What follows belongs to an exercise in optimizing a design on an open flow for small area; a production flow would make more cautious choices.
Only simulation tests tie the RTL to the original design; equivalence was not proved.
No run shown here takes its clock network from TritonCTS; it comes from the design's own scripts or RTL.
The clock input has no modelled driver; a real chip could not lean on it and would need a root buffer or a full tree.
Power figures rest on the tool's default switching activity, not on a simulated workload.

`flow/flow/run.sh`:
```
#!/bin/bash
# Standard ORFS layout (the standard.sh) with:
#  - the smallest buffer on every port,
#  - synthesis buffers removed, combinational cells downsized and tie cells
#    merged after floorplan
#    (flow/downsize.tcl; the design has slack to spare),
#  - CTS's tree replaced by one level of clock buffers (flow/clock.tcl),
#  - tie cells left as synthesis made them.
# ORFS writes each step's full log under orfs/logs; make's output goes to flow.log.
set -euo pipefail
HERE=$(pwd)
export BUFFER_PORTS_ARGS="-buffer_cell sky130_fd_sc_hd__buf_1"
export POST_FLOORPLAN_TCL="$HERE/flow/downsize.tcl"
export POST_CTS_TCL="$HERE/flow/clock.tcl"
export CTS_ARGS="-sink_clustering_enable -repair_clock_nets -dont_use_dummy_load -buf_list sky130_fd_sc_hd__clkbuf_4 -root_buf sky130_fd_sc_hd__clkbuf_4 -sink_clustering_size 40 -sink_clustering_max_diameter 200"
export SKIP_REPAIR_TIE_FANOUT=1
bash standard.sh > "$HERE/flow.log" 2>&1
```
`flow/flow/clock.tcl`:
```
# Replace the clock tree built by CTS with one level of clock buffers driven
# straight from the clock port: sinks are split into equal groups by location
# (recursive median bisection) and each group gets one buffer at its centre.
set cbuf [expr {[info exists ::env(CLK_LEAF_BUF)] ? $::env(CLK_LEAF_BUF) : "sky130_fd_sc_hd__clkbuf_8"}]
set ngroups [expr {[info exists ::env(CLK_GROUPS)] ? $::env(CLK_GROUPS) : 2}]
set block [ord::get_db_block]
set db [ord::get_db]
set clk [$block findNet CLK_IN]

# remove the existing clock buffers (everything CTS put between port and flops)
set changed 1
while {$changed} {
  set changed 0
  foreach it [$clk getITerms] {
    set inst [$it getInst]
    set m [[$inst getMaster] getName]
    if {![regexp {clkbuf|clkinv|buf_} $m]} { continue }
    set out [[$inst findITerm X] getNet]
    foreach s [$out getITerms] {
      if {[$s getInst] eq $inst} { continue }
      $s disconnect
      $s connect $clk
    }
    [$inst findITerm A] disconnect
    [$inst findITerm X] disconnect
    odb::dbInst_destroy $inst
    odb::dbNet_destroy $out
    set changed 1
    break
  }
}
set sinks {}
foreach it [$clk getITerms] { lappend sinks $it }
set n [llength $sinks]

# balanced split: recursive bisection at the median along the wider side
set pts {}
set i 0
foreach s $sinks {
  set b [[$s getInst] getBBox]
  lappend pts [list [expr {([$b xMin]+[$b xMax])/2.0}] [expr {([$b yMin]+[$b yMax])/2.0}] $i]
  incr i
}
proc split_groups {pts k} {
  if {$k <= 1} { return [list $pts] }
  set xs {}; set ys {}
  foreach p $pts { lappend xs [lindex $p 0]; lappend ys [lindex $p 1] }
  set xs [lsort -real $xs]; set ys [lsort -real $ys]
  set dim [expr {([lindex $xs end]-[lindex $xs 0]) >= ([lindex $ys end]-[lindex $ys 0]) ? 0 : 1}]
  set sorted [lsort -real -index $dim $pts]
  set k1 [expr {$k / 2}]
  set n1 [expr {int(round([llength $pts] * double($k1) / $k))}]
  return [concat [split_groups [lrange $sorted 0 [expr {$n1-1}]] $k1] [split_groups [lrange $sorted $n1 end] [expr {$k-$k1}]]]
}
set groups [split_groups $pts $ngroups]
set asg [lrepeat [llength $sinks] 0]
set cent {}
set g 0
foreach grp $groups {
  set sx 0; set sy 0
  foreach p $grp { set sx [expr {$sx+[lindex $p 0]}]; set sy [expr {$sy+[lindex $p 1]}]; lset asg [lindex $p 2] $g }
  lappend cent [list [expr {$sx/[llength $grp]}] [expr {$sy/[llength $grp]}]]
  incr g
}
set master [$db findMaster $cbuf]
for {set g 0} {$g < $ngroups} {incr g} {
  set inst [odb::dbInst_create $block $master "clkbuf_leaf_$g"]
  set net [odb::dbNet_create $block "clknet_leaf_$g"]
  $net setSigType CLOCK
  set c [lindex $cent $g]
  $inst setLocation [expr {int([lindex $c 0])}] [expr {int([lindex $c 1])}]
  $inst setPlacementStatus PLACED
  [$inst findITerm A] connect $clk
  [$inst findITerm X] connect $net
  set k 0
  foreach s $sinks a $asg {
    if {$a == $g} { $s disconnect; $s connect $net; incr k }
  }
  puts "clock.tcl: group $g has $k sinks"
}
detailed_placement
estimate_parasitics -placement
```
`flow/flow/downsize.tcl`:
```
# Remove the buffers synthesis inserted (global placement does this only when
# it is timing driven), then give every combinational cell the smallest drive strength of its function.
# Flip-flops, tie cells, tap cells and buffers are left as they are.
remove_buffers
set db [ord::get_db]
set n 0
foreach inst [[ord::get_db_block] getInsts] {
  set master [$inst getMaster]
  set name [$master getName]
  if {![regexp {^(sky130_fd_sc_hd__[a-z0-9]+)_([0-9]+)$} $name -> base sz]} { continue }
  if {[regexp {__(df|edf|sdf|dl|conb|tap|fill|decap|buf|clkbuf|clkdly|dlygate|dlymetal)} $name]} { continue }
  set best $name
  set bestw [$master getWidth]
  foreach s {0 1 2 4 6 8 12 16} {
    set cm [$db findMaster ${base}_$s]
    if {$cm eq "NULL"} { continue }
    if {[$cm getWidth] < $bestw} {
      set best ${base}_$s
      set bestw [$cm getWidth]
    }
  }
  if {$best ne $name} {
    replace_cell [$inst getName] $best
    incr n
  }
}
puts "downsize.tcl: resized $n cells"

# One tie cell has both a high and a low output: let a single conb_1 drive
# every constant net.
set ties {}
foreach inst [[ord::get_db_block] getInsts] {
  if {[[$inst getMaster] getName] eq "sky130_fd_sc_hd__conb_1"} { lappend ties $inst }
}
if {[llength $ties] > 1} {
  set keep [lindex $ties 0]
  foreach inst [lrange $ties 1 end] {
    foreach pin {HI LO} {
      set net [[$inst findITerm $pin] getNet]
      if {$net eq "NULL"} { continue }
      set kt [$keep findITerm $pin]
      if {[$kt getNet] ne "NULL"} {
        # keep's pin is already used: move this net's loads onto keep's net
        set knet [$kt getNet]
        foreach it [$net getITerms] { if {[$it getInst] ne $inst} { $it disconnect; $it connect $knet } }
        foreach bt [$net getBTerms] { $bt disconnect; $bt connect $knet }
        [$inst findITerm $pin] disconnect
        odb::dbNet_destroy $net
      } else {
        [$inst findITerm $pin] disconnect
        $kt connect $net
      }
    }
    odb::dbInst_destroy $inst
  }
  puts "downsize.tcl: merged [llength $ties] tie cells into one"
}
```
`flow/standard.sh`:
```
#!/bin/bash
# synth_recipe.tcl (not shown) runs the flow's synth.tcl, then flattens the netlist and writes it again
# the make line also repeats each setting of config.mk as NAME=value (left out here)
make -C /OpenROAD-flow-scripts/flow DESIGN_CONFIG=/design/flow/config.mk WORK_HOME=/design/flow/orfs CLKGATE_MAP_FILE= SYNTH_SCRIPT=/design/flow/synth_recipe.tcl "${@:-finish}"
```
`flow/config.mk`:
```
export PLATFORM = sky130hd
export DESIGN_NAME = adc_verilog
export DESIGN_NICKNAME = adc_verilog
export VERILOG_FILES = /design/flow/design.v
export SDC_FILE = /design/flow/constraint.sdc
export NUM_CORES = 4
export LEC_CHECK = 0
export CAP_MARGIN = 20
export CORE_AREA = 2 2 59 59
export DIE_AREA = 0 0 61 61
export GPL_TIMING_DRIVEN = 0
export SLEW_MARGIN = 20
export SYNTH_HIERARCHICAL = 1
```
`flow/constraint.sdc`:
```
create_clock -name core_clock -period 10.0 [get_ports {CLK_IN}]
set_input_delay 2.0000 -clock core_clock [delete_from_list [all_inputs] [get_ports {CLK_IN}]]
set_output_delay 2.0000 -clock core_clock [all_outputs]
set_load 0.01 [all_outputs]
```
`flow/design.v`:
```
`timescale 1ns / 1ps
module adc_verilog(CLK_IN, RST, SPI_MISO, AD_CONV, SPI_SCK, SPI_SS_B, AMP_CS,
	SF_CE0, FPGA_INIT_B, DAC_CS, SPI_MOSI, AMP_SHDN, DATA);
	input CLK_IN;
	input RST;
	input SPI_MISO;
	output AD_CONV;
	output SPI_SCK;
	output SPI_SS_B;
	output AMP_CS;
	output SF_CE0;
	output FPGA_INIT_B;
	output DAC_CS;
	output SPI_MOSI;
	output AMP_SHDN;
	output [13:0] DATA;
	wire n5;
	wire n6;
	wire n8;
	wire n10;
	wire n11;
	wire n12;
	wire n13;
	wire n14;
	wire n15;
	wire n16;
	wire n17;
	wire n18;
	wire n19;
	wire n20;
	wire n21;
	wire n22;
	wire n23;
	wire n24;
	wire n25;
	wire n26;
	wire n27;
	wire n28;
	wire n29;
	wire n30;
	wire n31;
	wire n32;
	wire n33;
	wire n34;
	wire n35;
	wire n36;
	wire n37;
	wire n38;
	wire n39;
	wire n40;
	wire n41;
	wire n42;
	wire n43;
	wire n44;
	wire n45;
	wire n46;
	wire n47;
	wire n48;
	wire n49;
	wire n50;
	wire n51;
	wire n52;
	wire n53;
	wire n54;
	wire n55;
	wire n56;
	wire n57;
	wire n58;
	wire n59;
	wire n60;
	wire n61;
	wire n62;
	wire n63;
	wire n64;
	wire n65;
	wire n66;
	wire n67;
	wire n68;
	wire n69;
	wire n70;
	wire n71;
	wire n72;
	wire n73;
	wire n74;
	wire n75;
	wire n76;
	wire n77;
	wire n78;
	wire n79;
	wire n80;
	wire n81;
	wire n82;
	wire n83;
	wire n84;
	wire n85;
	wire n86;
	wire n87;
	wire n88;
	wire n89;
	wire n90;
	wire n91;
	wire n92;
	wire n93;
	wire n94;
	wire n95;
	wire n96;
	wire n97;
	wire n98;
	wire n99;
	wire n100;
	wire n101;
	wire n102;
	wire n103;
	wire n104;
	wire n105;
	wire n106;
	wire n107;
	wire n108;
	wire n109;
	wire n110;
	wire n111;
	wire n112;
	wire n113;
	wire n114;
	wire n115;
	wire n7 = 1'b1;
	wire n9 = 1'b0;
	reg r_H_0;
	always @(posedge CLK_IN) r_H_0 <= n69;
	assign n35 = r_H_0;
	reg r_sH_1;
	always @(posedge CLK_IN) r_sH_1 <= n53;
	assign n31 = r_sH_1;
	reg r_sH_2;
	always @(posedge CLK_IN) r_sH_2 <= n52;
	assign n33 = r_sH_2;
	reg r_sH_3;
	always @(posedge CLK_IN) r_sH_3 <= n50;
	assign n29 = r_sH_3;
	reg r_AMP_CS;
	always @(posedge CLK_IN) r_AMP_CS <= n63;
	assign n8 = r_AMP_CS;
	reg r_sq_0;
	always @(posedge CLK_IN) r_sq_0 <= n65;
	assign n26 = r_sq_0;
	reg r_q_1;
	always @(posedge CLK_IN) r_q_1 <= n70;
	assign n25 = r_q_1;
	reg r_DATA_0;
	always @(posedge CLK_IN) r_DATA_0 <= n71;
	assign n11 = r_DATA_0;
	reg r_DATA_1;
	always @(posedge CLK_IN) r_DATA_1 <= n72;
	assign n12 = r_DATA_1;
	reg r_DATA_2;
	always @(posedge CLK_IN) r_DATA_2 <= n73;
	assign n13 = r_DATA_2;
	reg r_DATA_3;
	always @(posedge CLK_IN) r_DATA_3 <= n74;
	assign n14 = r_DATA_3;
	reg r_DATA_4;
	always @(posedge CLK_IN) r_DATA_4 <= n75;
	assign n15 = r_DATA_4;
	reg r_DATA_5;
	always @(posedge CLK_IN) r_DATA_5 <= n76;
	assign n16 = r_DATA_5;
	reg r_DATA_6;
	always @(posedge CLK_IN) r_DATA_6 <= n77;
	assign n17 = r_DATA_6;
	reg r_DATA_7;
	always @(posedge CLK_IN) r_DATA_7 <= n78;
	assign n18 = r_DATA_7;
	reg r_DATA_8;
	always @(posedge CLK_IN) r_DATA_8 <= n79;
	assign n19 = r_DATA_8;
	reg r_DATA_9;
	always @(posedge CLK_IN) r_DATA_9 <= n80;
	assign n20 = r_DATA_9;
	reg r_DATA_10;
	always @(posedge CLK_IN) r_DATA_10 <= n81;
	assign n21 = r_DATA_10;
	reg r_DATA_11;
	always @(posedge CLK_IN) r_DATA_11 <= n82;
	assign n22 = r_DATA_11;
	reg r_DATA_12;
	always @(posedge CLK_IN) r_DATA_12 <= n83;
	assign n23 = r_DATA_12;
	reg r_DATA_13;
	always @(posedge CLK_IN) r_DATA_13 <= n84;
	assign n24 = r_DATA_13;
	reg r_data_in_0;
	always @(posedge CLK_IN) r_data_in_0 <= n85;
	assign n86 = r_data_in_0;
	reg r_data_in_1;
	always @(posedge CLK_IN) r_data_in_1 <= n87;
	assign n88 = r_data_in_1;
	reg r_data_in_2;
	always @(posedge CLK_IN) r_data_in_2 <= n89;
	assign n90 = r_data_in_2;
	reg r_data_in_3;
	always @(posedge CLK_IN) r_data_in_3 <= n91;
	assign n92 = r_data_in_3;
	reg r_data_in_4;
	always @(posedge CLK_IN) r_data_in_4 <= n93;
	assign n94 = r_data_in_4;
	reg r_data_in_5;
	always @(posedge CLK_IN) r_data_in_5 <= n95;
	assign n96 = r_data_in_5;
	reg r_data_in_6;
	always @(posedge CLK_IN) r_data_in_6 <= n97;
	assign n98 = r_data_in_6;
	reg r_data_in_7;
	always @(posedge CLK_IN) r_data_in_7 <= n99;
	assign n100 = r_data_in_7;
	reg r_data_in_8;
	always @(posedge CLK_IN) r_data_in_8 <= n101;
	assign n102 = r_data_in_8;
	reg r_data_in_9;
	always @(posedge CLK_IN) r_data_in_9 <= n103;
	assign n104 = r_data_in_9;
	reg r_data_in_10;
	always @(posedge CLK_IN) r_data_in_10 <= n105;
	assign n106 = r_data_in_10;
	reg r_data_in_11;
	always @(posedge CLK_IN) r_data_in_11 <= n107;
	assign n108 = r_data_in_11;
	reg r_data_in_12;
	always @(posedge CLK_IN) r_data_in_12 <= n109;
	assign n110 = r_data_in_12;
	reg r_data_in_13;
	always @(posedge CLK_IN) r_data_in_13 <= n111;
	assign n112 = r_data_in_13;
	reg r_r_0;
	always @(posedge CLK_IN) r_r_0 <= n113;
	assign n39 = r_r_0;
	reg r_r_1;
	always @(posedge CLK_IN) r_r_1 <= n114;
	assign n38 = r_r_1;
	reg r_r_2;
	always @(posedge CLK_IN) r_r_2 <= n115;
	assign n43 = r_r_2;
	g_nor2_1 u0 (.A(n25), .B(n26), .Y(n27));
	g_clkinv_1 u1 (.A(n27), .Y(n28));
	g_nand2_1 u2 (.A(n8), .B(n29), .Y(n30));
	g_clkinv_1 u3 (.A(n31), .Y(n32));
	g_nor2_1 u4 (.A(n33), .B(n30), .Y(n34));
	g_nor2_1 u5 (.A(n35), .B(n34), .Y(n36));
	g_clkinv_1 u6 (.A(n30), .Y(n37));
	g_nor2_1 u7 (.A(n38), .B(n39), .Y(n40));
	g_nor2_1 u8 (.A(n27), .B(n30), .Y(n41));
	g_clkinv_1 u9 (.A(n41), .Y(n42));
	g_o2111ai_1 u10 (.A1(n25), .A2(n37), .B1(n43), .C1(n40), .D1(n42), .Y(n44));
	g_nor2_1 u11 (.A(n36), .B(n44), .Y(n45));
	g_o21ai_0 u12 (.A1(n32), .A2(n34), .B1(n45), .Y(n46));
	g_nor3_1 u13 (.A(n33), .B(n39), .C(n46), .Y(n47));
	g_nand2b_1 u14 (.A_N(n29), .B(n47), .Y(n48));
	g_nand2b_1 u15 (.A_N(n47), .B(n29), .Y(n49));
	g_a31oi_1 u16 (.A1(n30), .A2(n48), .A3(n49), .B1(RST), .Y(n50));
	g_a21oi_1 u17 (.A1(n33), .A2(n46), .B1(n47), .Y(n51));
	g_nor2_1 u18 (.A(RST), .B(n51), .Y(n52));
	g_o32ai_1 u19 (.A1(RST), .A2(n45), .A3(n32), .B1(RST), .B2(n46), .Y(n53));
	g_nand2_1 u20 (.A(n38), .B(n43), .Y(n54));
	g_nand2_1 u21 (.A(n37), .B(n36), .Y(n55));
	g_nor4_1 u22 (.A(n31), .B(n28), .C(n54), .D(n55), .Y(n56));
	g_nor2_1 u23 (.A(RST), .B(n56), .Y(n57));
	g_nor2b_1 u24 (.A(RST), .B_N(n56), .Y(n58));
	g_o21ai_0 u25 (.A1(n38), .A2(n43), .B1(n54), .Y(n59));
	g_nor2_1 u26 (.A(RST), .B(n42), .Y(n60));
	g_nor2_1 u27 (.A(RST), .B(n41), .Y(n61));
	g_a21oi_1 u28 (.A1(n8), .A2(n48), .B1(RST), .Y(n62));
	g_o21ai_0 u29 (.A1(n8), .A2(n48), .B1(n62), .Y(n63));
	g_nor2_1 u30 (.A(n25), .B(RST), .Y(n64));
	g_o21ai_0 u31 (.A1(n26), .A2(n37), .B1(n64), .Y(n65));
	g_or4_1 u32 (.A(n38), .B(n43), .C(n55), .D(n32), .X(n66));
	g_nor2_1 u33 (.A(n39), .B(n66), .Y(n67));
	g_clkinv_1 u34 (.A(n35), .Y(n68));
	g_o32ai_1 u35 (.A1(n25), .A2(n30), .A3(n67), .B1(n68), .B2(n37), .Y(n6));
	g_nor2b_1 u36 (.A(n66), .B_N(n39), .Y(n5));
	g_nor3_1 u37 (.A(n8), .B(n31), .C(n33), .Y(n10));
	g_a211oi_1 u38 (.A1(n68), .A2(n44), .B1(RST), .C1(n45), .Y(n69));
	g_nor2_1 u39 (.A(n26), .B(RST), .Y(n70));
	adc_sel2 u40 (.a(n58), .b(n57), .x(n86), .y(n11), .z(n71));
	adc_sel2 u41 (.a(n58), .b(n57), .x(n106), .y(n21), .z(n81));
	adc_sel2 u42 (.a(n58), .b(n57), .x(n108), .y(n22), .z(n82));
	adc_sel2 u43 (.a(n58), .b(n57), .x(n110), .y(n23), .z(n83));
	adc_sel2 u44 (.a(n58), .b(n57), .x(n112), .y(n24), .z(n84));
	adc_sel2 u45 (.a(n58), .b(n57), .x(n88), .y(n12), .z(n72));
	adc_sel2 u46 (.a(n58), .b(n57), .x(n90), .y(n13), .z(n73));
	adc_sel2 u47 (.a(n58), .b(n57), .x(n92), .y(n14), .z(n74));
	adc_sel2 u48 (.a(n58), .b(n57), .x(n94), .y(n15), .z(n75));
	adc_sel2 u49 (.a(n58), .b(n57), .x(n96), .y(n16), .z(n76));
	adc_sel2 u50 (.a(n58), .b(n57), .x(n98), .y(n17), .z(n77));
	adc_sel2 u51 (.a(n58), .b(n57), .x(n100), .y(n18), .z(n78));
	adc_sel2 u52 (.a(n58), .b(n57), .x(n102), .y(n19), .z(n79));
	adc_sel2 u53 (.a(n58), .b(n57), .x(n104), .y(n20), .z(n80));
	adc_sel2 u54 (.a(n61), .b(n60), .x(n59), .y(n39), .z(n113));
	adc_sel2 u55 (.a(n61), .b(n60), .x(n39), .y(n38), .z(n114));
	adc_sel2 u56 (.a(n61), .b(n60), .x(n38), .y(n43), .z(n115));
	adc_sel2 u57 (.a(n27), .b(n28), .x(SPI_MISO), .y(n86), .z(n85));
	adc_sel2 u58 (.a(n27), .b(n28), .x(n104), .y(n106), .z(n105));
	adc_sel2 u59 (.a(n27), .b(n28), .x(n106), .y(n108), .z(n107));
	adc_sel2 u60 (.a(n27), .b(n28), .x(n108), .y(n110), .z(n109));
	adc_sel2 u61 (.a(n27), .b(n28), .x(n110), .y(n112), .z(n111));
	adc_sel2 u62 (.a(n27), .b(n28), .x(n86), .y(n88), .z(n87));
	adc_sel2 u63 (.a(n27), .b(n28), .x(n88), .y(n90), .z(n89));
	adc_sel2 u64 (.a(n27), .b(n28), .x(n90), .y(n92), .z(n91));
	adc_sel2 u65 (.a(n27), .b(n28), .x(n92), .y(n94), .z(n93));
	adc_sel2 u66 (.a(n27), .b(n28), .x(n94), .y(n96), .z(n95));
	adc_sel2 u67 (.a(n27), .b(n28), .x(n96), .y(n98), .z(n97));
	adc_sel2 u68 (.a(n27), .b(n28), .x(n98), .y(n100), .z(n99));
	adc_sel2 u69 (.a(n27), .b(n28), .x(n100), .y(n102), .z(n101));
	adc_sel2 u70 (.a(n27), .b(n28), .x(n102), .y(n104), .z(n103));
	assign AD_CONV = n5;
	assign SPI_SCK = n6;
	assign SPI_SS_B = 1'b1;
	assign AMP_CS = n8;
	assign SF_CE0 = 1'b1;
	assign FPGA_INIT_B = 1'b0;
	assign DAC_CS = 1'b1;
	assign SPI_MOSI = n10;
	assign AMP_SHDN = 1'b0;
	assign DATA[0] = n11;
	assign DATA[1] = n12;
	assign DATA[2] = n13;
	assign DATA[3] = n14;
	assign DATA[4] = n15;
	assign DATA[5] = n16;
	assign DATA[6] = n17;
	assign DATA[7] = n18;
	assign DATA[8] = n19;
	assign DATA[9] = n20;
	assign DATA[10] = n21;
	assign DATA[11] = n22;
	assign DATA[12] = n23;
	assign DATA[13] = n24;
endmodule
module g_a211oi_1(A1, A2, B1, C1, Y);
	input A1, A2, B1, C1;
	output Y;
	assign Y = (~A1&~B1&~C1) | (~A2&~B1&~C1);
endmodule
module g_a21oi_1(A1, A2, B1, Y);
	input A1, A2, B1;
	output Y;
	assign Y = (~A1&~B1) | (~A2&~B1);
endmodule
module g_a31oi_1(A1, A2, A3, B1, Y);
	input A1, A2, A3, B1;
	output Y;
	assign Y = (~A1&~B1) | (~A2&~B1) | (~A3&~B1);
endmodule
module g_clkinv_1(A, Y);
	input A;
	output Y;
	assign Y = (~A);
endmodule
module g_nand2_1(A, B, Y);
	input A, B;
	output Y;
	assign Y = (~A) | (~B);
endmodule
module g_nand2b_1(A_N, B, Y);
	input A_N, B;
	output Y;
	assign Y = (A_N) | (~B);
endmodule
module g_nor2_1(A, B, Y);
	input A, B;
	output Y;
	assign Y = (~A&~B);
endmodule
module g_nor2b_1(A, B_N, Y);
	input A, B_N;
	output Y;
	assign Y = (~A&B_N);
endmodule
module g_nor3_1(A, B, C, Y);
	input A, B, C;
	output Y;
	assign Y = (~A&~B&~C);
endmodule
module g_nor4_1(A, B, C, D, Y);
	input A, B, C, D;
	output Y;
	assign Y = (~A&~B&~C&~D);
endmodule
module g_o2111ai_1(A1, A2, B1, C1, D1, Y);
	input A1, A2, B1, C1, D1;
	output Y;
	assign Y = (~A1&~A2) | (~B1) | (~C1) | (~D1);
endmodule
module g_o21ai_0(A1, A2, B1, Y);
	input A1, A2, B1;
	output Y;
	assign Y = (~A1&~A2) | (~B1);
endmodule
module g_o32ai_1(A1, A2, A3, B1, B2, Y);
	input A1, A2, A3, B1, B2;
	output Y;
	assign Y = (~A1&~A2&~A3) | (~B1&~B2);
endmodule
module g_or4_1(A, B, C, D, X);
	input A, B, C, D;
	output X;
	assign X = (A) | (B) | (C) | (D);
endmodule
module adc_sel2(a, x, b, y, z);
	input a, x, b, y;
	output z;
	assign z = (a & x) | (b & y);
endmodule
```
==> results of run 1 <==
## per-module statistics from Yosys, one instance, submodules excluded, excerpt
module / copies in the design / cell area, sq um / cells inside / flops+latches
g_or4_1: 1 / 7.51 / 1 / 0
adc_verilog: 1 / 911 / 59 / 38
g_o32ai_1: 2 / 16.3 / 1 / 0
adc_sel2: 31 / 8.76 / 1 / 0
g_nand2_1: 3 / 3.75 / 1 / 0
g_a211oi_1: 1 / 12.5 / 1 / 0
g_clkinv_1: 5 / 3.75 / 1 / 0
g_nor2b_1: 2 / 13.8 / 1 / 0
g_a21oi_1: 2 / 8.76 / 1 / 0
g_a31oi_1: 1 / 6.26 / 1 / 0
g_o2111ai_1: 1 / 15.0 / 1 / 0
g_o21ai_0: 4 / 5.00 / 1 / 0
g_nand2b_1: 2 / 6.26 / 1 / 0
## layout make-up
type                            instances  area (sq um)  area share, %
Tap cell                               44          55.1           3.96
Buffer                                  2          27.5           1.98
Multi-Input combinational cell         67           454           32.6
Sequential cell                        38           761           54.7
Inverter                                5          18.8           1.35
Timing Repair Buffer                   20          75.1           5.40
## per-stage QoR
| stage | utilization, % | setup WS (ns) |
|---|---|---|
| after floorplan | - | 6.47 |
| after global placement | 44.3 | 6.46 |
| final | 45.2 | 6.25 |
| after global routing | 45.2 | 6.02 |
| after detailed placement | 44.3 | 6.47 |
## worst max path at each step
stage | start | endpoint | slack, ns
detailed placement | r_AMP_CS | SPI_SCK | 6.47
floorplan | r_AMP_CS | SPI_SCK | 6.47
global route | r_AMP_CS | SPI_SCK | 6.02
finish | r_AMP_CS | SPI_SCK | 6.25
global placement | r_AMP_CS | SPI_SCK | 6.46
## cell families (layout without fill, tap and decap cells)
kind of cell	count (synthesis)	in the layout	share of synthesized area, %
and+or+nand+nor	24	24	9.70
buffers and inverters	24	27	11.2
AOI/OAI and AO/OA	42	42	26.0
other	2	1	0.520
DFF	38	38	52.6
## critical path, delay by kind of cell, from the launching register on
family / cells / cell delay [ns]
AO/OA/AOI/OAI: 1 / 0.08
flip-flops: 1 / 0.36
buffers and inverters: 1 / 0.13
AND/OR/NAND/NOR: 6 / 1.01
## layout by cell type, fill, tap and decap left out
cell / n
o32ai_1: 2
buf_1: 20
nor4_1: 1
nor2_1: 13
o21ai_1: 4
a31oi_1: 1
dfxtp_1: 38
nand2_1: 3
clkbuf_8: 2
a22o_1: 31
nor2b_1: 2
conb_1: 1
a211oi_1: 1
o2111ai_1: 1
nor3_1: 2
inv_1: 5
or4_1: 1
nand2b_1: 2
a21oi_1: 2
## layer usage
metal,vias to the layer above,routed length [um],GRT usage [%]
li1,462,-,-
met1,432,1080,16.4
met5,-,0,0
met2,21,1030,22.6
met4,0,28,3.73
met3,3,85,2.99
## power groups by stage
stage / registers (mW) / logic, mW / clock network, mW
floorplan: 0.197 / 0.0321 / 0
global placement: 0.202 / 0.0337 / 0
detailed placement: 0.203 / 0.0347 / 0
global route: 0.203 / 0.0393 / 0.0639
finish: 0.199 / 0.0345 / 0.0542
==> flow_metrics.py, run 1 <==
metrics = {
    "power_and_ir_drop": {
        "leakage_nw": 0.516,
        "combPwrFrac_pct": 12.0,
        "power.total_uw": 288,
        "power_frac_clock_pct": 18.8,
        "switching_share_pct": 24.9,
        "peakVddDrop_mv": 0.0637,
        "p_switching_uw": 71.7,
        "seqPwrFrac_pct": 69.2,
        "power.density_nw_per_um2": 207,
        "intPower_uw": 216,
    },
    "sta": {
        "setup_viol": 0,
        "post-route-min-period_ns": 3.75,
        "hold_viol_final": 0,
        "fmax_mhz": 267,
        "final_max_slew_viol_count": 0,
        "grt_setup_unrepaired": "false",
        "worst_pin_slew_ns": 1.01,
        "finClkSkew_ns": 0.00337,
        "tns_ns": 0,
        "slew_headroom_pct": 32.6,
        "timing.hold.ws_ns": 0.460,
        "period_share_pct": 37.5,
    },
    "floorplanning": {
        "start_util_pct": 47.0,
        "die-area_sq_um": 3720,
        "num_rows": 20,
        "io_pins": 26,
        "die_height_um": 61,
        "core_sq_um": 3080,
        "die_w_um": 61,
    },
    "job": {
        "cap_violations": 0,
    },
    "min_path": {
        "hold_class": "register to register",
        "min_from": "r_sq_0",
        "min_to": "r_q_1",
        "whs_path_depth": 1,
    },
    "detailed_routing": {
        "ant_nets": 0,
        "routed_wirelength_um": 2230,
        "drtIter0Drc": 68,
        "wl_per_cell_um": 12.6,
        "vias": 918,
        "drtPass1Iterations": 4,
        "vias_per_cell": 5.22,
        "drc": 0,
    },
    "place": {
        "dp.cells": 174,
        "io_buffers": 20,
        "placed_cell_area_sq_um": 1360,
        "dp_hpwl_um": 1540,
        "place.gp.congestion": 0.805,
    },
    "worst_setup_path": {
        "rr_worst_depth": 5,
        "crit_path_cell_trace": "nand2_1, nor2_1, nor2_1, nand2_1, or4_1, nor2_1, o32ai_1, buf_1",
        "rr_endpoint": "r_DATA_1",
        "r2r_slack_ns": 6.74,
        "worst_setup_path_start_kind": "register",
        "crit_path_max_fanout": 5,
        "cp_common_cell": "nor2_1",
        "r2r-start": "r_q_1",
        "crit_type": "register to output pin",
        "endpoint_kind": "output pin",
        "critical_path_arrival_ns": 1.75,
        "max_stage_delay_ns": 0.43,
        "cp_slowest_cell": "or4_1",
        "cp.required_ns": 8.00,
    },
    "logic_synthesis": {
        "synth.cell_area_sq_um": 1450,
        "synth_ff_type": "dfxtp_1",
        "seq_area_frac_synth_pct": 52.6,
        "synth.area.top_cells": "dfxtp_1, a22o_1, buf_4",
        "synth_edf_count": 0,
        "synth_async_sr_flop_share_pct": 0,
        "syn_inst": 130,
        "synth_top_area_share_pct": 52.6,
        "syn_area_per_cell_sq_um": 11.1,
        "ys_warn_count": 7,
        "yosysTopAreaCell": "dfxtp_1",
        "synth.distinct_cells": 18,
        "synth_nets": 133,
        "synth_top_cells_by_count": "dfxtp_1, a22o_1, buf_4",
        "synth.most_common_cell": "dfxtp_1",
        "ys_ff_latch": 38,
    },
    "global_routing": {
        "grt_usage_pct": 13.1,
        "grt_overflow": 0,
        "grt_pass1_wl_um": 3690,
        "grt_pass1_vias": 844,
        "grt_max_degree": 20,
        "antenna_found_initial": 0,
    },
    "clock_tree": {
        "cts.sinks": 38,
        "clock_latency_ns": 0.16,
        "clk_pin_slew_ns": 0.11,
    },
    "final_layout": {
        "drive_above_1_share_pct": 1.52,
        "antenna_cells": 0,
        "finalNonFillerCells": 176,
        "final_cell_area_sq_um": 1390,
        "nets": 138,
        "area_delta_synth_final_pct": -3.72,
        "nFillCells": 327,
    },
    "run_status": {
        "outcome": "complete, no violations",
    },
}
==> inputs of run 2 (changes only) <==
--- a/flow/design.v
+++ b/flow/design.v
@@ -136,5 +136,5 @@
 	assign n33 = r_sH_2;
 	reg r_sH_3;
-	always @(posedge CLK_IN) r_sH_3 <= n50;
+	always @(posedge CLK_IN) r_sH_3 <= n49;
 	assign n29 = r_sH_3;
 	reg r_AMP_CS;
@@ -253,9 +253,9 @@
 	g_nor2_1 u11 (.A(n36), .B(n44), .Y(n45));
 	g_o21ai_0 u12 (.A1(n32), .A2(n34), .B1(n45), .Y(n46));
-	g_nor3_1 u13 (.A(n33), .B(n39), .C(n46), .Y(n47));
-	g_nand2b_1 u14 (.A_N(n29), .B(n47), .Y(n48));
-	g_nand2b_1 u15 (.A_N(n47), .B(n29), .Y(n49));
-	g_a31oi_1 u16 (.A1(n30), .A2(n48), .A3(n49), .B1(RST), .Y(n50));
-	g_a21oi_1 u17 (.A1(n33), .A2(n46), .B1(n47), .Y(n51));
+	g_or3_1 u13 (.A(n33), .B(n46), .C(n29), .X(n47));
+	g_o21ai_0 u14 (.A1(n33), .A2(n46), .B1(n29), .Y(n48));
+	g_a31oi_1 u15 (.A1(n30), .A2(n47), .A3(n48), .B1(RST), .Y(n49));
+	g_nor2_1 u16 (.A(n33), .B(n46), .Y(n50));
+	g_a21oi_1 u17 (.A1(n33), .A2(n46), .B1(n50), .Y(n51));
 	g_nor2_1 u18 (.A(RST), .B(n51), .Y(n52));
 	g_o32ai_1 u19 (.A1(RST), .A2(n45), .A3(n32), .B1(RST), .B2(n46), .Y(n53));
@@ -268,6 +268,6 @@
 	g_nor2_1 u26 (.A(RST), .B(n42), .Y(n60));
 	g_nor2_1 u27 (.A(RST), .B(n41), .Y(n61));
-	g_a21oi_1 u28 (.A1(n8), .A2(n48), .B1(RST), .Y(n62));
-	g_o21ai_0 u29 (.A1(n8), .A2(n48), .B1(n62), .Y(n63));
+	g_a21oi_1 u28 (.A1(n8), .A2(n47), .B1(RST), .Y(n62));
+	g_o21ai_0 u29 (.A1(n8), .A2(n47), .B1(n62), .Y(n63));
 	g_nor2_1 u30 (.A(n25), .B(RST), .Y(n64));
 	g_o21ai_0 u31 (.A1(n26), .A2(n37), .B1(n64), .Y(n65));
@@ -277,5 +277,5 @@
 	g_o32ai_1 u35 (.A1(n25), .A2(n30), .A3(n67), .B1(n68), .B2(n37), .Y(n6));
 	g_nor2b_1 u36 (.A(n66), .B_N(n39), .Y(n5));
-	g_nor3_1 u37 (.A(n8), .B(n31), .C(n33), .Y(n10));
+	g_nor3_1 u37 (.A(n8), .B(n33), .C(n31), .Y(n10));
 	g_a211oi_1 u38 (.A1(n68), .A2(n44), .B1(RST), .C1(n45), .Y(n69));
 	g_nor2_1 u39 (.A(n26), .B(RST), .Y(n70));
@@ -360,9 +360,4 @@
 	assign Y = (~A) | (~B);
 endmodule
-module g_nand2b_1(A_N, B, Y);
-	input A_N, B;
-	output Y;
-	assign Y = (A_N) | (~B);
-endmodule
 module g_nor2_1(A, B, Y);
 	input A, B;
@@ -400,4 +395,9 @@
 	assign Y = (~A1&~A2&~A3) | (~B1&~B2);
 endmodule
+module g_or3_1(A, B, C, X);
+	input A, B, C;
+	output X;
+	assign X = (A) | (B) | (C);
+endmodule
 module g_or4_1(A, B, C, D, X);
 	input A, B, C, D;
--- a/flow/config.mk
+++ b/flow/config.mk
@@ -6,8 +6,8 @@
 export NUM_CORES = 4
 export LEC_CHECK = 0
-export CAP_MARGIN = 20
+export CAP_MARGIN = 0
 export CORE_AREA = 2 2 59 59
 export DIE_AREA = 0 0 61 61
 export GPL_TIMING_DRIVEN = 0
-export SLEW_MARGIN = 20
+export SLEW_MARGIN = 0
 export SYNTH_HIERARCHICAL = 1
==> flow_metrics.py, run 2 <==
metrics = {
    "clock_tree": {
        "cts.sinks": 38,
        "clock_latency_ns": 0.16,
        "clk_pin_slew_ns": 0.11,
    },
    "place": {
        "io_buffers": 20,
        "dp.cells": 174,
        "dp_hpwl_um": 1510,
        "placed_cell_area_sq_um": 1360,
        "place.gp.congestion": 0.789,
        "post-place-ws_ns": 6.45,
    },
    "floorplanning": {
        "io_pins": 26,
        "num_rows": 20,
        "die_height_um": 61,
        "core_sq_um": 3080,
        "die_w_um": 61,
        "start_util_pct": 46.7,
        "die-area_sq_um": 3720,
    },
    "final_layout": {
        "final_cell_mix": "dfxtp_1, a22o_1, buf_1",
        "drive_above_1_share_pct": 1.52,
        "nets": 138,
        "utilization_pct": 45.1,
        "antenna_cells": 0,
        "nFillCells": 303,
        "final_cell_area_sq_um": 1390,
        "final_common_cell": "dfxtp_1",
        "area_delta_synth_final_pct": -3.39,
        "finalNonFillerCells": 176,
    },
    "run_status": {
        "outcome": "complete, no violations",
    },
    "logic_synthesis": {
        "syn_inst": 130,
        "synth_top_area_share_pct": 52.9,
        "synth_edf_count": 0,
        "ys_warn_count": 7,
        "synth_nets": 133,
        "yosysTopAreaCell": "dfxtp_1",
        "synth_async_sr_flop_share_pct": 0,
        "synth_ff_type": "dfxtp_1",
        "synth.cell_area_sq_um": 1440,
        "synth_top_cells_by_count": "dfxtp_1, a22o_1, buf_4",
        "seq_area_frac_synth_pct": 52.9,
        "synth.area.top_cells": "dfxtp_1, a22o_1, buf_4",
        "synth.distinct_cells": 18,
        "syn_area_per_cell_sq_um": 11.1,
        "ys_ff_latch": 38,
        "synth.most_common_cell": "dfxtp_1",
    },
    "global_routing": {
        "grt_usage_pct": 13.3,
        "antenna_found_initial": 0,
        "grt_pass1_vias": 786,
        "grt_overflow": 0,
        "grt_pass1_wl_um": 3690,
        "grt_max_degree": 20,
    },
    "worst_setup_path": {
        "r2r-start": "r_q_1",
        "endpoint_kind": "output pin",
        "rr_endpoint": "r_DATA_2",
        "worst_setup_path_start_kind": "register",
        "cp_common_cell": "nor2_1",
        "crit_type": "register to output pin",
        "max_stage_delay_ns": 0.43,
        "cp_num_buf_inv": 1,
        "r2r_slack_ns": 6.71,
        "cp.required_ns": 8.00,
        "critical_path_arrival_ns": 1.77,
        "crit_path_cell_trace": "nand2_1, nor2_1, nor2_1, nand2_1, or4_1, nor2_1, o32ai_1, buf_1",
        "cp_slowest_cell": "or4_1",
        "crit_path_max_fanout": 5,
        "rr_worst_depth": 5,
        "crit_family": "simple AND/OR/NAND/NOR gates",
    },
    "sta": {
        "grt_setup_unrepaired": "false",
        "slew_headroom_pct": 27.8,
        "final_max_slew_viol_count": 0,
        "finClkSkew_ns": 0.00459,
        "tns_ns": 0,
        "setup_viol": 0,
        "timing.hold.ws_ns": 0.445,
        "hold_viol_final": 0,
        "fmax_mhz": 265,
        "period_share_pct": 37.7,
        "post-route-worst-setup-slack_ns": 6.23,
        "worst_pin_slew_ns": 1.08,
        "post-route-min-period_ns": 3.77,
    },
    "detailed_routing": {
        "drc": 0,
        "vias_per_cell": 5.27,
        "wl_per_cell_um": 13.0,
        "ant_nets": 0,
        "routed_wirelength_um": 2290,
        "drtIter0Drc": 63,
        "drtPass1Iterations": 4,
        "vias": 927,
    },
    "power_and_ir_drop": {
        "power.total_uw": 289,
        "peakVddDrop_mv": 0.105,
        "power.density_nw_per_um2": 208,
        "leakage_nw": 0.516,
    },
    "min_path": {
        "min_from": "r_sq_0",
        "whs_path_depth": 1,
        "hold_class": "register to register",
        "min_to": "r_q_1",
    },
    "job": {
        "cap_violations": 0,
    },
}
-- run 2: cell count changes after synthesis --
cell	previous run	this run
nand2b_1	2	0
nor2_1	13	14
nor3_2	2	1
o21ai_1	4	5
or3_1	0	1
-- run 2: worst max path at each step --
stage	start	endpoint	slack, ns	cells after the start
2_1_floorplan	r_AMP_CS	SPI_SCK	6.47	6
3_3_place_gp	r_AMP_CS	SPI_SCK	6.47	8
3_5_place_dp	r_AMP_CS	SPI_SCK	6.45	8
5_1_grt	r_AMP_CS	SPI_SCK	6.04	8
6_report	r_AMP_CS	SPI_SCK	6.23	8
-- run 2: cells by family (layout without fill, tap and decap cells) --
| logic type | after synthesis | after routing | share of synthesized area, % |
|---|---|---|---|
| AOI/OAI and AO/OA | 43 | 43 | 26.5 |
| DFF | 38 | 38 | 52.9 |
| buffers and inverters | 24 | 27 | 11.2 |
| and+or+nand+nor | 23 | 23 | 8.88 |
| other | 2 | 1 | 0.522 |
-- run 2: worst register-to-register path: stages, from the launching register on --
cell     delay [ns]
dfxtp_1        0.36
nor2_1         0.79
inv_1          0.49
nor4_1         0.43
nor2b_1        0.90
a22o_1         0.28
-- run 2: final cells by class --
cell class | instances | area [sq um] | share of cell area [%]
inverters | 5 | 18.8 | 1.35
plain buffers | 2 | 27.5 | 1.98
multi-input cells | 67 | 452 | 32.5
well taps | 44 | 55.1 | 3.96
repair buffers | 20 | 75.1 | 5.41
flip-flops and latches | 38 | 761 | 54.8
-- run 2: power breakdown --
| group | switching (mW) | total [mW] | internal, mW |
|---|---|---|---|
| sequential | 0.0220 | 0.200 | 0.178 |
| clock | 0.0356 | 0.0543 | 0.0187 |
| combinational | 0.0148 | 0.0345 | 0.0198 |
-- run 2: per-layer routing --
layer,global-route usage (%),wire [um],vias up
met5,0,0,-
met4,2.80,23,0
met3,3.84,84,4
met2,21.4,1010,21
met1,17.8,1170,441
li1,-,-,461
-- run 2: per-module statistics from Yosys (local to each module, per instance), a selection --
module,area [sq um],copies in the design,cells inside
g_a21oi_1,8.76,2,1
g_or4_1,7.51,1,1
g_a31oi_1,6.26,1,1
g_o2111ai_1,15.0,1,1
adc_sel2,8.76,31,1
g_a211oi_1,12.5,1,1
==> inputs of run 3 (changes only) <==
--- a/flow/config.mk
+++ b/flow/config.mk
@@ -6,8 +6,8 @@
 export NUM_CORES = 4
 export LEC_CHECK = 0
-export CAP_MARGIN = 0
+export CAP_MARGIN = 20
 export CORE_AREA = 2 2 59 59
 export DIE_AREA = 0 0 61 61
 export GPL_TIMING_DRIVEN = 0
-export SLEW_MARGIN = 0
+export SLEW_MARGIN = 20
 export SYNTH_HIERARCHICAL = 1
==> flow_metrics.py, run 3 <==
metrics = {
    "power_and_ir_drop": {
        "power.density_nw_per_um2": 207,
        "leakage_nw": 0.521,
        "power.total_uw": 290,
        "peakVddDrop_mv": 0.105,
    },
    "logic_synthesis": {
        "yosysTopAreaCell": "dfxtp_1",
        "seq_area_frac_synth_pct": 52.9,
        "synth.most_common_cell": "dfxtp_1",
        "synth.distinct_cells": 18,
        "synth_async_sr_flop_share_pct": 0,
        "synth.area.top_cells": "dfxtp_1, a22o_1, buf_4",
        "synth_top_cells_by_count": "dfxtp_1, a22o_1, buf_4",
        "ys_ff_latch": 38,
        "synth_edf_count": 0,
        "synth_nets": 133,
        "ys_warn_count": 7,
        "syn_inst": 130,
        "synth_ff_type": "dfxtp_1",
        "synth_top_area_share_pct": 52.9,
        "synth.cell_area_sq_um": 1440,
        "syn_area_per_cell_sq_um": 11.1,
    },
    "place": {
        "place.gp.congestion": 0.789,
        "dp_hpwl_um": 1510,
        "post-place-ws_ns": 6.45,
        "placed_cell_area_sq_um": 1360,
        "dp.cells": 174,
        "io_buffers": 20,
    },
    "sta": {
        "hold_viol_final": 0,
        "setup_viol": 0,
        "post-route-min-period_ns": 3.78,
        "post-route-worst-setup-slack_ns": 6.22,
        "fmax_mhz": 265,
        "slew_headroom_pct": 33.5,
        "finClkSkew_ns": 0.00463,
        "grt_setup_unrepaired": "false",
        "period_share_pct": 37.8,
        "final_max_slew_viol_count": 0,
        "timing.hold.ws_ns": 0.446,
        "tns_ns": 0,
        "worst_pin_slew_ns": 0.994,
    },
    "floorplanning": {
        "num_rows": 20,
        "core_sq_um": 3080,
        "die_w_um": 61,
        "die-area_sq_um": 3720,
        "io_pins": 26,
        "die_height_um": 61,
        "start_util_pct": 46.7,
    },
    "worst_setup_path": {
        "endpoint_kind": "output pin",
        "crit_end": "SPI_SCK",
        "crit_type": "register to output pin",
        "crit_start": "r_AMP_CS",
        "r2r_slack_ns": 7.53,
        "r2r-start": "r_q_1",
        "rr_worst_depth": 6,
        "worst_setup_path_start_kind": "register",
        "cp.required_ns": 8.00,
        "critical_path_arrival_ns": 1.78,
        "rr_endpoint": "r_DATA_2",
        "crit_path_max_fanout": 5,
    },
    "final_layout": {
        "utilization_pct": 45.4,
        "final_common_cell": "dfxtp_1",
        "area_delta_synth_final_pct": -2.70,
        "final_cell_area_sq_um": 1400,
        "final_cell_mix": "dfxtp_1, a22o_1, buf_1",
        "nets": 139,
        "antenna_cells": 0,
        "finalNonFillerCells": 177,
        "drive_above_1_share_pct": 3.01,
    },
    "detailed_routing": {
        "drtIter0Drc": 67,
        "drtPass1Iterations": 4,
        "wl_per_cell_um": 12.9,
        "drc": 0,
        "ant_nets": 0,
        "vias_per_cell": 5.22,
        "routed_wirelength_um": 2280,
        "vias": 924,
    },
    "run_status": {
        "outcome": "complete, no violations",
    },
    "global_routing": {
        "use_met1_pct": 17.8,
        "met3_usage_pct": 3.84,
        "grt_max_degree": 20,
        "grt_pass1_vias": 786,
        "grt_usage_pct": 13.3,
        "top_usage_layer": "met2",
        "gr-usage-met2_pct": 21.4,
        "antenna_found_initial": 0,
        "grt_pass1_wl_um": 3690,
        "grt_overflow": 0,
    },
    "clock_tree": {
        "clock_latency_ns": 0.16,
        "clk_pin_slew_ns": 0.11,
        "cts.sinks": 38,
    },
    "min_path": {
        "hold_class": "register to register",
        "min_from": "r_sq_0",
    },
    "job": {
        "cap_violations": 0,
    },
}
## run 3: cell counts after synthesis
No cell type changed its count.
## run 3: cells by family after synthesis
| logic type | synth area share (%) |
|---|---|
| compound gates | 26.5 |
| other cells | 0.522 |
| flops | 52.9 |
| simple gates | 8.88 |
| buf+inv | 11.2 |
## run 3: how the worst min path moves through the flow
| stage | end | slack, ns | cells past startpoint |
|---|---|---|---|
| floorplan | r_q_1 | 0.40 | 1 |
| global placement | r_q_1 | 0.41 | 1 |
| detailed placement | r_q_1 | 0.43 | 1 |
| global route | r_q_1 | 0.46 | 1 |
| finish | r_q_1 | 0.45 | 1 |
## run 3: metal layers
metal  wire length [um]  vias up
li1                   -      463
met5                  0        -
met2               1050       23
met1               1120      436
met3                 95        2
met4                 13        0
## run 3: layout make-up
type | count | area, sq um
well taps | 44 | 55.1
flip-flops and latches | 38 | 761
plain buffers | 2 | 27.5
inverters | 5 | 18.8
fillers | 303 | 1680
multi-input cells | 67 | 454
repair buffers | 21 | 82.6
## run 3: power by group
part	internal, mW	switching [mW]
logic	0.0203	0.0149
registers	0.178	0.0219
clock network	0.0187	0.0356
## run 3: critical path: stages (launching register included)
cell	delay, ns
dfxtp_1	0.36
nand2_1	0.16
nor2_1	0.08
nor2_1	0.14
nand2_1	0.09
or4_1	0.44
nor2_1	0.13
o32ai_1	0.08
buf_1	0.13
## run 3: Yosys stat by module (local to each module, per instance), a selection
module | flops+latches | cells
g_or3_1 | 0 | 1
g_nor3_1 | 0 | 1
g_o21ai_0 | 0 | 1
adc_verilog | 38 | 59
adc_sel2 | 0 | 1
g_nor2_1 | 0 | 1
g_a21oi_1 | 0 | 1
g_o2111ai_1 | 0 | 1
g_nor4_1 | 0 | 1
g_clkinv_1 | 0 | 1
g_nand2_1 | 0 | 1
==> inputs of run 4 (changes only) <==
--- a/flow/flow/downsize.tcl
+++ b/flow/flow/downsize.tcl
@@ -10,4 +10,12 @@
   if {![regexp {^(sky130_fd_sc_hd__[a-z0-9]+)_([0-9]+)$} $name -> base sz]} { continue }
   if {[regexp {__(df|edf|sdf|dl|conb|tap|fill|decap|buf|clkbuf|clkdly|dlygate|dlymetal)} $name]} { continue }
+  # drivers of wide nets keep the drive strength synthesis gave them
+  set fanout 0
+  foreach it [$inst getITerms] {
+    if {[$it isOutputSignal] && [$it getNet] ne "NULL"} {
+      set fanout [expr {max($fanout, [llength [[$it getNet] getITerms]] - 1)}]
+    }
+  }
+  if {$fanout >= 10} { continue }
   set best $name
   set bestw [$master getWidth]
==> flow_metrics.py, run 4 <==
metrics = {
    "run_status": {
        "outcome": "complete, no violations",
    },
    "final_layout": {
        "nFillCells": 309,
        "drive_above_1_share_pct": 2.27,
        "final_common_cell": "dfxtp_1",
        "multi_input_area_sq_um": 459,
        "area_delta_synth_final_pct": -2.87,
        "nets": 138,
        "antenna_cells": 0,
        "final_cell_mix": "dfxtp_1, a22o_1, buf_1",
        "utilization_pct": 45.4,
        "seq_area_sq_um": 761,
    },
    "logic_synthesis": {
        "seq_area_frac_synth_pct": 52.9,
        "syn_inst": 130,
        "syn_area_per_cell_sq_um": 11.1,
        "yosysTopAreaCell": "dfxtp_1",
        "synth.distinct_cells": 18,
        "synth.most_common_cell": "dfxtp_1",
        "synth_edf_count": 0,
        "synth.area.top_cells": "dfxtp_1, a22o_1, buf_4",
        "ys_warn_count": 7,
        "synth.cell_area_sq_um": 1440,
        "synth_top_area_share_pct": 52.9,
        "ys_ff_latch": 38,
        "synth_async_sr_flop_share_pct": 0,
        "synth_nets": 133,
        "synth_top_cells_by_count": "dfxtp_1, a22o_1, buf_4",
        "synth_ff_type": "dfxtp_1",
    },
    "sta": {
        "slew_headroom_pct": 33.2,
        "hold_viol_final": 0,
        "post-route-min-period_ns": 3.81,
        "grt_setup_unrepaired": "false",
        "finClkSkew_ns": 0.00461,
        "setup_viol": 0,
        "final_max_slew_viol_count": 0,
        "tns_ns": 0,
        "worst_pin_slew_ns": 0.998,
        "period_share_pct": 38.1,
        "fmax_mhz": 263,
    },
    "detailed_routing": {
        "drtPass1Iterations": 4,
        "routed_wirelength_um": 2220,
        "ant_nets": 0,
        "vias": 925,
        "drtIter0Drc": 30,
        "wl_per_cell_um": 12.6,
        "drc": 0,
        "vias_per_cell": 5.26,
    },
    "power_and_ir_drop": {
        "power.total_uw": 289,
        "p_switching_uw": 72.2,
        "switching_share_pct": 25.0,
        "leakage_nw": 0.516,
        "combPwrFrac_pct": 12.0,
        "power.density_nw_per_um2": 207,
        "power_frac_clock_pct": 18.8,
        "seqPwrFrac_pct": 69.2,
        "intPower_uw": 217,
        "peakVddDrop_mv": 0.0655,
    },
    "global_routing": {
        "grt_max_degree": 20,
        "grt_overflow": 0,
        "antenna_found_initial": 0,
        "grt_usage_pct": 13.5,
        "grt_pass1_wl_um": 3790,
        "grt_pass1_vias": 840,
    },
    "floorplanning": {
        "die-area_sq_um": 3720,
        "io_pins": 26,
        "num_rows": 20,
        "die_w_um": 61,
        "core_sq_um": 3080,
        "start_util_pct": 46.7,
        "die_height_um": 61,
    },
    "worst_setup_path": {
        "crit_path_max_fanout": 5,
        "critical_path_arrival_ns": 1.81,
        "worst_setup_path_start_kind": "register",
        "crit_type": "register to output pin",
        "endpoint_kind": "output pin",
        "cp.required_ns": 8.00,
    },
    "place": {
        "io_buffers": 20,
        "dp_hpwl_um": 1590,
        "place.gp.congestion": 0.821,
    },
    "job": {
        "cap_violations": 0,
    },
    "clock_tree": {
        "clock_latency_ns": 0.16,
        "clk_pin_slew_ns": 0.11,
        "cts.sinks": 38,
    },
    "min_path": {
        "hold_class": "register to register",
    },
}
-- run 4: logic make-up after synthesis --
family / share of synthesized area, %
buffers and inverters: 11.2
other: 0.522
AOI/OAI and AO/OA: 26.5
and+or+nand+nor: 8.88
DFF: 52.9
-- run 4: through the flow --
stage | cells | hold WS (ns) | area [sq um] | worst slack [ns]
3_5_place_dp | 174 | 0.424 | 1370 | 6.42
2_1_floorplan | 130 | 0.399 | 1440 | 6.47
5_1_grt | 176 | 0.476 | 1400 | 6.06
6_report | 176 | 0.450 | 1400 | 6.19
3_3_place_gp | 174 | 0.410 | 1370 | 6.44
-- run 4: cell type report --
type	count	area share (%)
sequential	38	54.5
multi-input combinational	67	32.9
timing repair buffer	20	5.38
tap	44	3.94
buffer	2	1.97
inverter	5	1.34
-- run 4: worst max-delay path, stage by stage, from the launching register on --
cell and delay (ns):
dfxtp_1 0.36, nand2_1 0.17, nor2_1 0.08, nor2_1 0.14, nand2_1 0.09, or4_1 0.45
nor2_1 0.14, o32ai_1 0.09, buf_1 0.13
-- run 4: power groups by stage --
stage / Clock (mW) / Combinational, mW / Sequential [mW]
5_1_grt: 0.0635 / 0.0383 / 0.204
3_3_place_gp: 0 / 0.0338 / 0.202
3_5_place_dp: 0 / 0.0348 / 0.203
2_1_floorplan: 0 / 0.0323 / 0.197
6_report: 0.0543 / 0.0348 / 0.200
-- run 4: final timing paths --
| check | start | endpoint | slack, ns | cells past startpoint |
|---|---|---|---|---|
| max | r_AMP_CS | SPI_SCK | 6.19 | 8 |
| min | r_sq_0 | r_q_1 | 0.45 | 1 |
| max reg2reg | r_q_1 | r_DATA_13 | 7.27 | 5 |
| min reg2reg | r_sq_0 | r_q_1 | 0.45 | 1 |
-- run 4: Yosys stat by module (local to each module, per instance), excerpt --
module | cells | copies in the design | flip-flops and latches | area (sq um)
g_nor3_1 | 1 | 1 | 0 | 10.0
g_a21oi_1 | 1 | 2 | 0 | 8.76
g_a211oi_1 | 1 | 1 | 0 | 12.5
g_a31oi_1 | 1 | 1 | 0 | 6.26
g_or3_1 | 1 | 1 | 0 | 6.26
g_o21ai_0 | 1 | 5 | 0 | 5.00
g_nand2_1 | 1 | 3 | 0 | 3.75
g_nor4_1 | 1 | 1 | 0 | 12.5
-- run 4: metal layers --
layer	track usage [%]	vias to the layer above	share of wire, %	wire length (um)
met4	3.73	0	0.81	18
met2	21.2	15	48	1060
met3	2.56	2	3.1	68
met5	0	-	0	0
met1	19.0	447	48	1080
li1	-	461	-	-
==> inputs of run 5 (changes only) <==
--- a/flow/flow/run.sh
+++ b/flow/flow/run.sh
@@ -6,6 +6,5 @@
 #    (flow/downsize.tcl; the design has slack to spare),
 #  - CTS's tree replaced by one level of clock buffers (flow/clock.tcl),
-#  - tie cells left as synthesis made them.
-# ORFS writes each step's full log under orfs/logs; make's output goes to flow.log.
+#  - tie cells left as synthesis made them,
 set -euo pipefail
 HERE=$(pwd)
--- a/flow/flow/downsize.tcl
+++ b/flow/flow/downsize.tcl
@@ -10,12 +10,4 @@
   if {![regexp {^(sky130_fd_sc_hd__[a-z0-9]+)_([0-9]+)$} $name -> base sz]} { continue }
   if {[regexp {__(df|edf|sdf|dl|conb|tap|fill|decap|buf|clkbuf|clkdly|dlygate|dlymetal)} $name]} { continue }
-  # drivers of wide nets keep the drive strength synthesis gave them
-  set fanout 0
-  foreach it [$inst getITerms] {
-    if {[$it isOutputSignal] && [$it getNet] ne "NULL"} {
-      set fanout [expr {max($fanout, [llength [[$it getNet] getITerms]] - 1)}]
-    }
-  }
-  if {$fanout >= 10} { continue }
   set best $name
   set bestw [$master getWidth]
--- a/flow/config.mk
+++ b/flow/config.mk
@@ -6,8 +6,8 @@
 export NUM_CORES = 4
 export LEC_CHECK = 0
-export CAP_MARGIN = 20
+export CAP_MARGIN = 0
 export CORE_AREA = 2 2 59 59
 export DIE_AREA = 0 0 61 61
 export GPL_TIMING_DRIVEN = 0
-export SLEW_MARGIN = 20
+export SLEW_MARGIN = 0
 export SYNTH_HIERARCHICAL = 1
==> flow_metrics.py, run 5 <==
metrics = {
    "floorplanning": {
        "die_height_um": 61,
        "die_w_um": 61,
        "io_pins": 26,
        "start_util_pct": 46.7,
        "core_sq_um": 3080,
        "die-area_sq_um": 3720,
        "num_rows": 20,
    },
    "logic_synthesis": {
        "synth.cell_area_sq_um": 1440,
        "syn_area_per_cell_sq_um": 11.1,
        "synth_top_family_by_area": "compound AO/OA/AOI/OAI gates",
        "syn_inst": 130,
        "synth_nets": 133,
        "synth_async_sr_flop_share_pct": 0,
        "synth_mux_area_share_pct": 0,
        "ys_warn_count": 7,
        "synth_edf_count": 0,
        "yosysTopAreaCell": "dfxtp_1",
        "synth_xor_area_share_pct": 0,
        "synth.most_common_cell": "dfxtp_1",
        "seq_area_frac_synth_pct": 52.9,
        "synth_compound_area_share_pct": 26.5,
        "ys_ff_latch": 38,
        "synth_simple_gate_area_share_pct": 8.88,
        "synth_top_area_share_pct": 52.9,
        "synth_ff_type": "dfxtp_1",
        "synth.distinct_cells": 18,
        "synth.area.top_cells": "dfxtp_1, a22o_1, buf_4",
        "synth_top_cells_by_count": "dfxtp_1, a22o_1, buf_4",
        "synthAdderAreaFrac_pct": 0,
    },
    "detailed_routing": {
        "wl_met3_um": 84,
        "routed.top_layer": "met4",
        "ant_nets": 0,
        "wl_met1_um": 1170,
        "wl_per_cell_um": 13.0,
        "vias": 927,
        "vias_per_cell": 5.27,
        "drtPass1Iterations": 4,
        "drc": 0,
        "wl_met2_um": 1010,
        "routed_wirelength_um": 2290,
        "drtIter0Drc": 63,
    },
    "power_and_ir_drop": {
        "peakVddDrop_mv": 0.105,
        "leakage_nw": 0.516,
        "power.density_nw_per_um2": 208,
    },
    "clock_tree": {
        "clk_pin_slew_ns": 0.11,
        "clock_latency_ns": 0.16,
        "cts.sinks": 38,
    },
    "sta": {
        "worst_pin_slew_ns": 1.08,
        "fmax_mhz": 265,
        "tns_ns": 0,
        "slew_headroom_pct": 27.8,
        "setup_viol": 0,
        "period_share_pct": 37.7,
        "finClkSkew_ns": 0.00459,
        "post-route-min-period_ns": 3.77,
        "post-route-worst-setup-slack_ns": 6.23,
        "hold_viol_final": 0,
        "final_max_slew_viol_count": 0,
        "grt_setup_unrepaired": "false",
    },
    "worst_setup_path": {
        "crit_path_max_fanout": 5,
        "crit_type": "register to output pin",
        "r2r_slack_ns": 6.71,
        "rr_worst_depth": 5,
        "max_stage_delay_ns": 0.43,
        "r2r-start": "r_q_1",
        "rr_endpoint": "r_DATA_2",
        "critical_path_arrival_ns": 1.77,
        "crit_family": "simple AND/OR/NAND/NOR gates",
        "path_depth": 8,
        "cp_slowest_cell": "or4_1",
        "cp_common_cell": "nor2_1",
        "cp_num_buf_inv": 1,
        "worst_setup_path_start_kind": "register",
        "crit_path_cell_trace": "nand2_1, nor2_1, nor2_1, nand2_1, or4_1, nor2_1, o32ai_1, buf_1",
        "cp.required_ns": 8.00,
        "endpoint_kind": "output pin",
    },
    "place": {
        "placed_cell_area_sq_um": 1360,
        "dp_hpwl_um": 1510,
        "post-place-ws_ns": 6.45,
        "io_buffers": 20,
        "place.gp.congestion": 0.789,
    },
    "min_path": {
        "hold_class": "register to register",
        "min_to": "r_q_1",
        "whs_path_depth": 1,
        "min_from": "r_sq_0",
    },
    "final_layout": {
        "area_delta_synth_final_pct": -3.39,
        "drive_above_1_share_pct": 1.52,
        "nets": 138,
        "antenna_cells": 0,
        "final_cell_area_sq_um": 1390,
        "final_common_cell": "dfxtp_1",
        "final_cell_mix": "dfxtp_1, a22o_1, buf_1",
    },
    "global_routing": {
        "grt_pass1_wl_um": 3690,
        "antenna_found_initial": 0,
        "grt_max_degree": 20,
        "grt_overflow": 0,
        "grt_usage_pct": 13.3,
        "grt_pass1_vias": 786,
    },
    "run_status": {
        "outcome": "complete, no violations",
    },
    "job": {
        "cap_violations": 0,
    },
}
[run 5: cells by family (layout without fill, tap and decap cells)]
kind of cell	Yosys count	after routing
simple gates	23	23
other cells	2	1
buf+inv	24	27
compound gates	43	43
flops	38	38
[run 5: final cells by class]
class / count / area (sq um)
flip-flops and latches: 38 / 761
plain buffers: 2 / 27.5
repair buffers: 20 / 75.1
inverters: 5 / 18.8
fillers: 303 / 1690
multi-input cells: 67 / 452
well taps: 44 / 55.1
[run 5: per-module statistics from Yosys, one instance, submodules excluded]
| module | cells | area, sq um |
|---|---|---|
| adc_verilog | 59 | 911 |
| g_nor2_1 | 1 | 3.75 |
| g_nor2b_1 | 1 | 13.8 |
| g_o21ai_0 | 1 | 5.00 |
| g_nor3_1 | 1 | 10.0 |
| g_o2111ai_1 | 1 | 15.0 |
| g_a211oi_1 | 1 | 12.5 |
| g_a31oi_1 | 1 | 6.26 |
| g_or3_1 | 1 | 6.26 |
| g_o32ai_1 | 1 | 16.3 |
| g_clkinv_1 | 1 | 3.75 |
| g_or4_1 | 1 | 7.51 |
| g_nand2_1 | 1 | 3.75 |
| adc_sel2 | 1 | 8.76 |
| g_nor4_1 | 1 | 12.5 |
| g_a21oi_1 | 1 | 8.76 |
[run 5: through the flow]
stage / instances / hold slack, ns / power, mW / utilization, %
after global placement: 174 / 0.408 / 0.236 / 44.2
after floorplan: 130 / 0.399 / 0.229 / -
final: 176 / 0.445 / 0.289 / 45.1
after detailed placement: 174 / 0.427 / 0.238 / 44.2
after global routing: 176 / 0.464 / 0.304 / 45.1
[run 5: report_power, final]
part           leakage, nW  internal [mW]  switching (mW)
Sequential           0.310          0.178          0.0220
Clock               0.0144         0.0187          0.0356
Combinational        0.192         0.0198          0.0148
[run 5: worst max-delay path by stage]
stage          startpoint  endpoint  slack [ns]
2_1_floorplan    r_AMP_CS   SPI_SCK        6.47
3_3_place_gp     r_AMP_CS   SPI_SCK        6.47
3_5_place_dp     r_AMP_CS   SPI_SCK        6.45
5_1_grt          r_AMP_CS   SPI_SCK        6.04
6_report         r_AMP_CS   SPI_SCK        6.23
[run 5: per-layer routing]
layer	GRT usage (%)	up-vias
met1	17.8	441
li1	-	461
met3	3.84	4
met2	21.4	21
met5	0	-
met4	2.80	0

static timing again, ports no longer ideal:
The flow's constraints put no driver on any port. The routed layouts listed below were extracted and timed again, unchanged, in two steps.
Step 1: set_driving_cell puts a clkbuf_16 on CLK_IN and a buf_2 on each other input, an assumption about the parent block.
Step 2 adds t to the input delays and takes it off the output delays; t is the mean of the earliest and latest rising clock arrival at the registers after step 1. Input paths then give back, and output paths get back, about the clock's delay inside the block.
Slacks: no drivers / after step 1 / after step 2; pairs: no drivers / after step 1.
| run | t (ns) | slack for setup (ns) | clock arrival spread, ns | worst register clock-pin slew, ns |
|---|---|---|---|---|
| run 1 | 0.193 | 6.248 / 6.216 / 6.408 | 0.004 / 0.003 | 0.11 / 0.11 |
| run 2 | 0.194 | 6.232 / 6.198 / 6.392 | 0.004 / 0.005 | 0.11 / 0.11 |
| run 3 | 0.194 | 6.220 / 6.186 / 6.380 | 0.005 / 0.005 | 0.11 / 0.11 |
| run 4 | 0.192 | 6.194 / 6.162 / 6.354 | 0.005 / 0.005 | 0.11 / 0.11 |
| run 5 | 0.194 | 6.232 / 6.198 / 6.392 | 0.004 / 0.005 | 0.11 / 0.11 |
After both steps every run listed still meets setup and hold.
